Context: an optimization exercise on an open-source flow, tuned for small area. The choices shown serve that exercise and are no tape-out recipe.
Function was checked by simulation only, so behaviour that the tests miss may differ from the original.
Power is estimated from default activity; no workload was simulated.

==> flow/design.v <==
`timescale 1ns / 1ps
module xst(
	input		clk_i,
	input		reset_i,
	input		rxd_i,
	input	[63:0]	dat_i,
	input		txreg_we_i,
	input		txregr_we_i,
	input		txreg_oe_i,
	input		txregr_oe_i,
	input	[15:0]	txbaud_i,
	input	[5:0]	bits_i,
	output		txd_o,
	output reg	txc_o,
	output		idle_o,
	output reg [15:0] brg_o,
	output reg [5:0] bits_o,
	output	[63:0]	dat_o
);
	reg	[63:0]	srn;
	wire		rstn = ~reset_i;
	wire		ld = txreg_we_i | txregr_we_i;
	wire		active = |bits_o;
	wire	[16:0]	t;
	assign		t[0] = active;
	genvar k;
	generate
		for (k = 0; k < 16; k = k + 1) begin : g_t
			assign t[k+1] = t[k] & ~brg_o[k];
		end
	endgenerate
	wire		sh = t[16];		 
	wire		sel_d = rstn & txreg_we_i;
	wire		sel_r = rstn & ~txreg_we_i & txregr_we_i;
	wire		shn = ld | ~sh;		 
	wire		hldn = ld | sh;		 
	wire	[64:0]	srn_up = {~rxd_i, srn};
	genvar i;
	generate
		for (i = 0; i < 64; i = i + 1) begin : g_sr
			wire x = ~((shn | srn_up[i+1]) & (hldn | srn[i]) & rstn);
			always @(posedge clk_i)
				srn[i] <= ~((sel_d & dat_i[i]) | (sel_r & dat_i[63-i]) | x);
			assign dat_o[i] = ~((~txreg_oe_i | srn[i]) & (~txregr_oe_i | srn[63-i]));
		end
	endgenerate
	assign		txd_o = ~srn[0];
	assign		idle_o = ~active;
	wire		brg_ld = rstn & (ld | sh);
	wire		brg_kp = rstn & ~(ld | sh);
	always @(posedge clk_i)
		brg_o <= ({16{brg_ld}} & txbaud_i) | ({16{brg_kp}} & (brg_o ^ t[15:0]));
	wire	[6:0]	u;
	assign		u[0] = sh;
	generate
		for (k = 0; k < 6; k = k + 1) begin : g_u
			assign u[k+1] = u[k] & ~bits_o[k];
		end
	endgenerate
	wire		bits_ld = rstn & ld;
	wire		bits_kp = rstn & ~ld;
	always @(posedge clk_i)
		bits_o <= ({6{bits_ld}} & bits_i) | ({6{bits_kp}} & (bits_o ^ u[5:0]));
	wire		half = (brg_o == {1'b0, txbaud_i[15:1]});
	wire		one = (bits_o == 6'd1);
	always @(posedge clk_i)
		txc_o <= ~half & rstn & (ld | (sh ? ~one : txc_o));
endmodule
clock: 5.0 ns
lec_check: 0
abc_area: 1
cap_margin: 20
core_margin: 2
core_utilization: 40
slew_margin: 20
standard.sh (not shown) runs the stock make flow with config.mk's settings and CLKGATE_MAP_FILE= SYNTH_SCRIPT=/design/flow/synth_recipe.tcl, a recipe that flattens the netlist after the stock synthesis.
==> flow/flow/run.sh <==
#!/bin/bash
# Own layout flow: the standard synthesis, then the combinational logic re-mapped for area
# (flip-flops untouched), then the standard layout with the smallest plain buffer on each port.
set -euo pipefail
W=$PWD
F=$W/flow
R=$W/orfs/results/$FLOW_PLATFORM/xst/base
# 1. standard synthesis, unchanged
bash standard.sh synth > synth.log 2>&1
cp $R/1_2_yosys.v $W/standard_synth.v
# 2. re-map the logic
export REMAP_LIB=$FLOW_HOME/platforms/$FLOW_PLATFORM/lib/sky130_fd_sc_hd__tt_025C_1v80.lib
export REMAP_NETLIST=$R/1_2_yosys.v
export REMAP_ABC=$F/nf.abc
export REMAP_DONT_USE="$(grep -o 'sky130_fd_sc_hd__\(probe\|lpflow\)[a-z0-9_]*' $FLOW_HOME/platforms/$FLOW_PLATFORM/config.mk | sort -u | tr '\n' ' ')"
yosys -c $F/remap.tcl > remap.log 2>&1
rm -f $R/1_synth.odb $R/1_synth.sdc
# 3. the rest of the standard layout
export BUFFER_PORTS_ARGS="-buffer_cell sky130_fd_sc_hd__buf_1"
if [[ -f $F/cts_args ]]; then export CTS_ARGS="$(cat $F/cts_args)"; fi
bash standard.sh > layout.log 2>&1
==> flow/flow/cts_args <==
-sink_clustering_enable -repair_clock_nets -buf_list sky130_fd_sc_hd__clkbuf_8 -dont_use_dummy_load
==> flow/flow/nf.abc <==
strash
&get -n
&dch -f
&nf -R 1000
&put
==> flow/flow/remap.tcl <==
# Re-map the combinational logic of the standard synthesis netlist for area.
# The flip-flops are kept as they are (same instances, names and cell types).
set lib $::env(REMAP_LIB)
set net $::env(REMAP_NETLIST)
set dont_use {}
foreach c $::env(REMAP_DONT_USE) { lappend dont_use -dont_use $c }
yosys read_liberty -ignore_miss_func $lib
yosys read_verilog $net
yosys hierarchy -top $::env(FLOW_TOP)
yosys blackbox sky130_fd_sc_hd__dfxtp_1
yosys flatten
yosys opt_clean
yosys rename -hide w:*.*
yosys tee -o remap_pre.stat stat -liberty $lib
yosys abc -script $::env(REMAP_ABC) -liberty $lib {*}$dont_use
yosys opt_clean -purge
yosys hilomap -singleton -hicell sky130_fd_sc_hd__conb_1 HI -locell sky130_fd_sc_hd__conb_1 LO
yosys splitnets
yosys opt_clean -purge
yosys tee -o remap_post.stat stat -liberty $lib
yosys write_verilog -noattr -noexpr -nohex -nodec $net
Next try:
==> flow/design.v (replaced) <==
`timescale 1ns / 1ps
module xst(
	input		clk_i,
	input		reset_i,
	input		rxd_i,
	input	[63:0]	dat_i,
	input		txreg_we_i,
	input		txregr_we_i,
	input		txreg_oe_i,
	input		txregr_oe_i,
	input	[15:0]	txbaud_i,
	input	[5:0]	bits_i,
	output		txd_o,
	output reg	txc_o,
	output		idle_o,
	output reg [15:0] brg_o,
	output reg [5:0] bits_o,
	output	[63:0]	dat_o
);
	reg	[63:0]	srn;
	wire		ld = txreg_we_i | txregr_we_i;
	wire		active = |bits_o;
	wire		z = ~|brg_o;
	wire		sh = active & z;
	wire		sel_d = ~reset_i & txreg_we_i;
	wire		sel_r = ~reset_i & ~txreg_we_i & txregr_we_i;
	wire		shn = ld | ~sh;		 
	wire		hldn = ld | sh;		 
	wire	[64:0]	srn_up = {~rxd_i, srn};
	genvar i;
	generate
		for (i = 0; i < 64; i = i + 1) begin : g_sr
			wire x = ~((shn | srn_up[i+1]) & (hldn | srn[i]) & ~reset_i);
			always @(posedge clk_i)
				srn[i] <= ~((sel_d & dat_i[i]) | (sel_r & dat_i[63-i]) | x);
			assign dat_o[i] = ~((~txreg_oe_i | srn[i]) & (~txregr_oe_i | srn[63-i]));
		end
	endgenerate
	assign		txd_o = ~srn[0];
	assign		idle_o = ~active;
	always @(posedge clk_i) begin
		if (reset_i) begin
			brg_o <= 0;
			bits_o <= 0;
		end else if (ld) begin
			brg_o <= txbaud_i;
			bits_o <= bits_i;
		end else if (sh) begin
			brg_o <= txbaud_i;
			bits_o <= bits_o - 1;
		end else if (active) begin
			brg_o <= brg_o - 1;
		end
	end
	always @(posedge clk_i) begin
		if (brg_o == {1'b0, txbaud_i[15:1]})
			txc_o <= 0;
		else if (reset_i)
			txc_o <= 0;
		else if (ld)
			txc_o <= 1;
		else if (sh)
			txc_o <= (bits_o != 6'd1);
	end
endmodule
Result:
- The new run completed without violations
- count of clock-buffer cells in the layout does not change
- power grows slightly
- hold slack is worse by 0.030 ns
- clock skew goes up by 0.0073 ns
- fmax rises by roughly a tenth
- worst setup slack is better by 0.45 ns
- cell area goes up by a few percent
- clock power goes up slightly
- combinational power is higher by a few percent
- sequential share of layout area falls by 1.4 points
- critical path depth came out lower by 1
- die area rose by a few percent
- non-clock buffer count stays the same

-- what the ideal ports hide --
The results above use ideal ports. As a check the final layouts listed here were re-extracted and re-timed, cells and wires unchanged.
Step 1 (the two cells are an assumption about what drives the block):
set clk [get_ports {clk_i}]
set_driving_cell -lib_cell sky130_fd_sc_hd__clkbuf_16 $clk
set_driving_cell -lib_cell sky130_fd_sc_hd__buf_2 [delete_from_list [all_inputs] $clk]
Step 2 times the ports against the registers' clock, not the clock port: input delays grow and output delays shrink by t, the midpoint of the rising clock arrivals with the driver on.
Three values: no drivers, after step 1, after step 2; two values: the first two.
run | t, ns | slack for setup (ns) | hold slack, ns | latest minus earliest clock arrival (ns) | worst register clock-pin slew, ns
the first run | 0.372 | 0.647 / 0.647 / 0.647 | 0.531 / 0.531 / 0.531 | 0.031 / 0.031 | 0.09 / 0.09
the second run | 0.360 | 1.100 / 1.100 / 1.100 | 0.501 / 0.501 / 0.501 | 0.032 / 0.032 | 0.09 / 0.09
After both steps setup and hold are still met in every run listed.
